Background: an optimization exercise with open tools, aiming at small area and a short achievable clock period. Do not read the settings as production practice. Where RTL was checked, it was by simulation tests only, not by an equivalence proof against the original. Power and IR drop assume default switching activity.

== nickel ==
## Nbit_ALU_Register
module Nbit_ALU_Register (r2, r3, ALUop, r0, clk);
parameter n = 32;
input[n-1:0] r2, r3;
input[2:0] ALUop;
input clk;
output [n-1:0] r0;
wire[n-1:0] r1;
Nbit_ALU #(n) alu1 (.r1(r1), .r2(r2), .r3(r3), .ALUop(ALUop) );
Nbit_Register #(n) reg1 (.outo(r0), .ino(r1), .clk(clk) );
endmodule
For scale: about 32 flip-flops, ~2800 um^2 of cells after synthesis.
export LEC_CHECK = 0
export CAP_MARGIN = 20
export CORE_MARGIN = 2
export CORE_UTILIZATION = 40
export CTS_BUF_LIST = sky130_fd_sc_hd__clkbuf_4
export GPL_TIMING_DRIVEN = 0
export SLEW_MARGIN = 20
export SYNTH_HIERARCHICAL = 1
export SYNTH_MINIMUM_KEEP_SIZE = 0
create_clock -name core_clock -period 15.5 [get_ports {clk}]
standard.sh (not shown) runs the stock make flow with config.mk's settings and CLKGATE_MAP_FILE= SYNTH_SCRIPT=/design/flow/synth_recipe.tcl, a recipe that flattens the netlist after the stock synthesis.
==> flow/flow/run.sh <==
#!/bin/bash
# Standard ORFS layout with two changes: the ports are buffered with buf_1 (instead of the
# delay buffer buffer_ports picks by default), and timing repair aims for a setup slack of
# 9.9 ns, so that it sizes the critical paths for a shorter period than the clock's.
set -euo pipefail
export BUFFER_PORTS_ARGS="-buffer_cell sky130_fd_sc_hd__buf_1"
export SETUP_SLACK_MARGIN=9.9
bash standard.sh > standard.log 2>&1
nickel went all the way through synthesis, placement and routing and the layout is clean on timing, DRC and antenna.
diff inputs: nickel => lagoon
Settings: CTS_BUF_LIST no longer set, was sky130_fd_sc_hd__clkbuf_4; CORE_UTILIZATION now 60, was 40.
### Flow results
- lagoon completed end to end with timing, DRC and antenna clean.
- Of nickel and lagoon, the run reporting the lower share of total power in the clock network was nickel.
- Global-route wire length before repair: lagoon vs nickel down 2.6%
- lagoon falls short of nickel in internal cell power.
- When lagoon is set beside nickel, its number of stages on the worst setup path turns out to be 1 smaller.
- Total global-route track usage (higher): lagoon
- nickel -> lagoon: per-instance average area after synthesis delta 0, exact match
- Compared with nickel, lagoon shows setup slack lower by 0.063 ns.
The following lists how pepper was set up differently from lagoon:
Settings: a change of CORE_UTILIZATION from 60 to 40.
==> flow/flow/run.sh <==
#!/bin/bash
# Standard ORFS layout; the only change is the cell used to buffer the ports
# (a plain buf_1 instead of the delay buffer buffer_ports picks by default).
set -euo pipefail
export BUFFER_PORTS_ARGS="-buffer_cell sky130_fd_sc_hd__buf_1"
bash standard.sh > standard.log 2>&1
Notes after the runs:
Compared with lagoon, in pepper placed instance area has increased, sequential share of power has decreased, power has increased, worst slack on hold paths has decreased, minimum setup slack in the final design has decreased.
The final critical-path required period of pepper is higher than that of lagoon.
--- input diff pepper..amber ---
Settings: CTS_BUF_LIST now sky130_fd_sc_hd__clkbuf_4, previously not set; CORE_UTILIZATION now 70, was 40.
==> flow/flow/run.sh <==
#!/bin/bash
# Standard ORFS layout with two changes: the ports are buffered with buf_1 (instead of the
# delay buffer buffer_ports picks by default), and timing repair aims for a setup slack of
# 9.9 ns, so that it sizes the critical paths for a shorter period than the clock's.
set -euo pipefail
export BUFFER_PORTS_ARGS="-buffer_cell sky130_fd_sc_hd__buf_1"
export SETUP_SLACK_MARGIN=9.9
bash standard.sh > standard.log 2>&1
## What came out
amber vs pepper on ratio of cells with drive above 1 in the final layout: amber is the higher one.
Higher worst slack on hold paths among amber and pepper: pepper
| overall power of the completed layout | amber vs pepper | 1.9% lower |
amber: no failed stages, no open violations at the end

* * *

== run A ==
Starting RTL as in the previous note.
clock: 15.5 ns
lec_check: 0
cap_margin: 20
core_margin: 2
core_utilization: 60
cts_buf_list: sky130_fd_sc_hd__clkbuf_4
gpl_timing_driven: 0
slew_margin: 20
synth_hierarchical: 1
synth_minimum_keep_size: 0
==> flow/flow/run.sh <==
#!/bin/bash
# Standard ORFS layout with two changes: the ports are buffered with buf_1 (instead of the
# delay buffer buffer_ports picks by default), and timing repair aims for a setup slack of
# 9.7 ns, so that it sizes the critical paths for a shorter period than the clock's.
set -euo pipefail
export BUFFER_PORTS_ARGS="-buffer_cell sky130_fd_sc_hd__buf_1"
export SETUP_SLACK_MARGIN=9.7
bash standard.sh > standard.log 2>&1
[inputs] run B vs run A
==> flow/flow/run.sh <==
#!/bin/bash
# Standard ORFS layout; the only change is the cell used to buffer the ports
# (a plain buf_1 instead of the delay buffer buffer_ports picks by default).
set -euo pipefail
export BUFFER_PORTS_ARGS="-buffer_cell sky130_fd_sc_hd__buf_1"
bash standard.sh > standard.log 2>&1
-- flow/config.mk --
<<< run A, line 8
export CAP_MARGIN = 20
export CORE_MARGIN = 2
export CORE_UTILIZATION = 60
export CTS_BUF_LIST = sky130_fd_sc_hd__clkbuf_4
export GPL_TIMING_DRIVEN = 0
export SLEW_MARGIN = 20
export SYNTH_HIERARCHICAL = 1
>>> run B, line 8
export CAP_MARGIN = 20
export CORE_MARGIN = 2
export CORE_UTILIZATION = 40
export SLEW_MARGIN = 20
export SYNTH_HIERARCHICAL = 1
--- outcome ---
Run B: all stages complete, timing, DRC and antenna checks passed. Cmp run A and run B / non-clock buffer count / lower: run B. Between run A and run B, core utilization is lower for run B, run A comes in above that. When run B is measured against run A, its fraction of power spent switching nets turns out 2.1 points lower. Run B vs run A: clock group share of total power up in run B.
The inputs of run C differ from those of run B as listed below.
==> flow/flow/run.sh <==
#!/bin/bash
# Standard ORFS layout with two changes: the ports are buffered with buf_1 (instead of the
# delay buffer buffer_ports picks by default), and timing repair aims for a setup slack of
# 10.2 ns, so that it sizes the critical paths for a shorter period than the clock's.
set -euo pipefail
export BUFFER_PORTS_ARGS="-buffer_cell sky130_fd_sc_hd__buf_1"
export SETUP_SLACK_MARGIN=10.2
bash standard.sh > standard.log 2>&1
-- flow/config.mk --
<<< run B, line 9
export CORE_MARGIN = 2
export CORE_UTILIZATION = 40
export SLEW_MARGIN = 20
export SYNTH_HIERARCHICAL = 1
>>> run C, line 9
export CORE_MARGIN = 2
export CORE_UTILIZATION = 40
export GPL_TIMING_DRIVEN = 0
export SLEW_MARGIN = 20
export SYNTH_HIERARCHICAL = 1
[summary]
Run C: wire length reported by the detailed router is 540 um higher than what run B reported.
Compared with run B, run C ends up with more cell area.
Across both runs, via count was higher for run C than for run B.
Compared with run B, in run C final instance count without filler cells now larger; worst hold slack now smaller; maximum clock rate now larger.
Core utilization: run C higher than run B

* * *

Another version of the RTL of Nbit_ALU_Register (not shown whole).
Size: ~410 cells after synthesis, ~32 flip-flops, roughly 2900 um^2 of cells after synthesis.
==> flow/config.mk <==
export PLATFORM = sky130hd
export DESIGN_NAME = Nbit_ALU_Register
export DESIGN_NICKNAME = Nbit_ALU_Register
export VERILOG_FILES = /design/flow/design.v
export SDC_FILE = /design/flow/constraint.sdc
export NUM_CORES = 4
export LEC_CHECK = 0
export CAP_MARGIN = 20
export CORE_MARGIN = 2
export CORE_UTILIZATION = 40
export SLEW_MARGIN = 20
export SYNTH_HIERARCHICAL = 1
export SYNTH_MINIMUM_KEEP_SIZE = 0
==> flow/constraint.sdc <==
create_clock -name core_clock -period 15.5 [get_ports {clk}]
set_input_delay 3.1000 -clock core_clock [delete_from_list [all_inputs] [get_ports {clk}]]
set_output_delay 3.1000 -clock core_clock [all_outputs]
set_load 0.01 [all_outputs]
==> flow/flow/run.sh <==
#!/bin/bash
# Standard ORFS layout with two changes: the ports are buffered with buf_1 (instead of the
# delay buffer buffer_ports picks by default), and timing repair aims for a setup slack of
# 11.0 ns, so that it sizes the critical paths for a shorter period than the clock's.
set -euo pipefail
export BUFFER_PORTS_ARGS="-buffer_cell sky130_fd_sc_hd__buf_1"
export SETUP_SLACK_MARGIN=11.0
bash standard.sh > standard.log 2>&1
The baseline passed the timing, design-rule and antenna checks.
Rerun with:
--- a/flow/flow/run.sh
+++ b/flow/flow/run.sh
@@ -4 +4 @@
-# 11.0 ns, so that it sizes the critical paths for a shorter period than the clock's.
+# 10.5 ns, so that it sizes the critical paths for a shorter period than the clock's.
@@ -7 +7 @@
-export SETUP_SLACK_MARGIN=11.0
+export SETUP_SLACK_MARGIN=10.5
After rerunning:
- wire length went down by about 15%
- worst setup slack improved by 74 ps
- fmax went up by about 1.5%
- cell area went down by about 14%
- first-iteration DRC count went down by 35%
- sequential power is about the same
- critical path depth is unchanged
Rerun with:
--- a/flow/flow/run.sh
+++ b/flow/flow/run.sh
@@ -4 +4 @@
-# 10.5 ns, so that it sizes the critical paths for a shorter period than the clock's.
+# 10.0 ns, so that it sizes the critical paths for a shorter period than the clock's.
@@ -7 +7 @@
-export SETUP_SLACK_MARGIN=10.5
+export SETUP_SLACK_MARGIN=10.0
=> The changed run passed the timing, design-rule and antenna checks; worst setup slack got worse by 240 ps; non-clock buffer count went down by 21; final cell count went down by 3.3%; maximum frequency drops by 4.6%; first-iteration DRC count rises by 13%; via count decreases by 4.1%; power is lower by 11%; design area goes down by 14%; wire length went down by 11%; worst hold slack gains 55 ps.
Rerun with:
==> flow/flow/run.sh (replaced) <==
#!/bin/bash
# Standard ORFS layout; the only change is the cell used to buffer the ports
# (a plain buf_1 instead of the delay buffer buffer_ports picks by default).
set -euo pipefail
export BUFFER_PORTS_ARGS="-buffer_cell sky130_fd_sc_hd__buf_1"
bash standard.sh > standard.log 2>&1
Outcome:
- total power shrinks by 1.5%
- via count hardly moves
- sequential power is about the same
- clock-buffer cell count is unchanged
- setup slack gets worse by 410 ps
- global-route usage is about the same
- utilization shrinks by 0.84 points
- routed wire length shrinks by 0.82%
- final cell count stays the same
- synthesized cell count is unchanged
- design area shrinks by 1.7%
No functional check of the RTL was part of any run of this note.

## what the ideal ports hide
The results above use ideal ports. As a check the final layouts listed here were re-extracted and re-timed, cells and wires unchanged.
Step 1 assumes that a clkbuf_16 drives the clock port and a buf_2 every other input.
Step 2 moves the port delays by t, midway between the first and last clock arrival at a register: inputs arrive t later, outputs are due t later. That takes back most of the time a late clock gives input paths.
a / b / c = ideal ports / drivers / drivers and shift; a / b = the first two.
| run | t (ns) | setup WS [ns] | latest minus earliest clock arrival (ns) |
|---|---|---|---|
| nickel | 0.356 | 10.102 / 10.106 / 9.750 | 0.010 / 0.011 |
| lagoon | 0.315 | 10.038 / 10.045 / 9.730 | 0.008 / 0.007 |
| pepper | 0.309 | 9.567 / 9.569 / 9.259 | 0.007 / 0.007 |
| amber | 0.357 | 9.966 / 9.973 / 9.616 | 0.014 / 0.015 |
| run A | 0.360 | 9.914 / 9.916 / 9.556 | 0.011 / 0.010 |
| run B | 0.315 | 9.078 / 9.083 / 8.768 | 0.012 / 0.012 |
| run C | 0.313 | 10.274 / 10.270 / 9.957 | 0.006 / 0.006 |
| the first run of note 3 | 0.318 | 10.313 / 10.298 / 9.980 | 0.004 / 0.004 |
| the second run of note 3 | 0.316 | 10.387 / 10.362 / 10.046 | 0.008 / 0.008 |
| the third run of note 3 | 0.316 | 10.144 / 10.147 / 9.831 | 0.007 / 0.008 |
| the fourth run of note 3 | 0.315 | 9.738 / 9.739 / 9.425 | 0.010 / 0.009 |
After both steps setup and hold are still met in every run listed. For run A, which loses most, drivers alone change the setup slack by +0.002 ns; drivers and shift together by -0.358 ns.
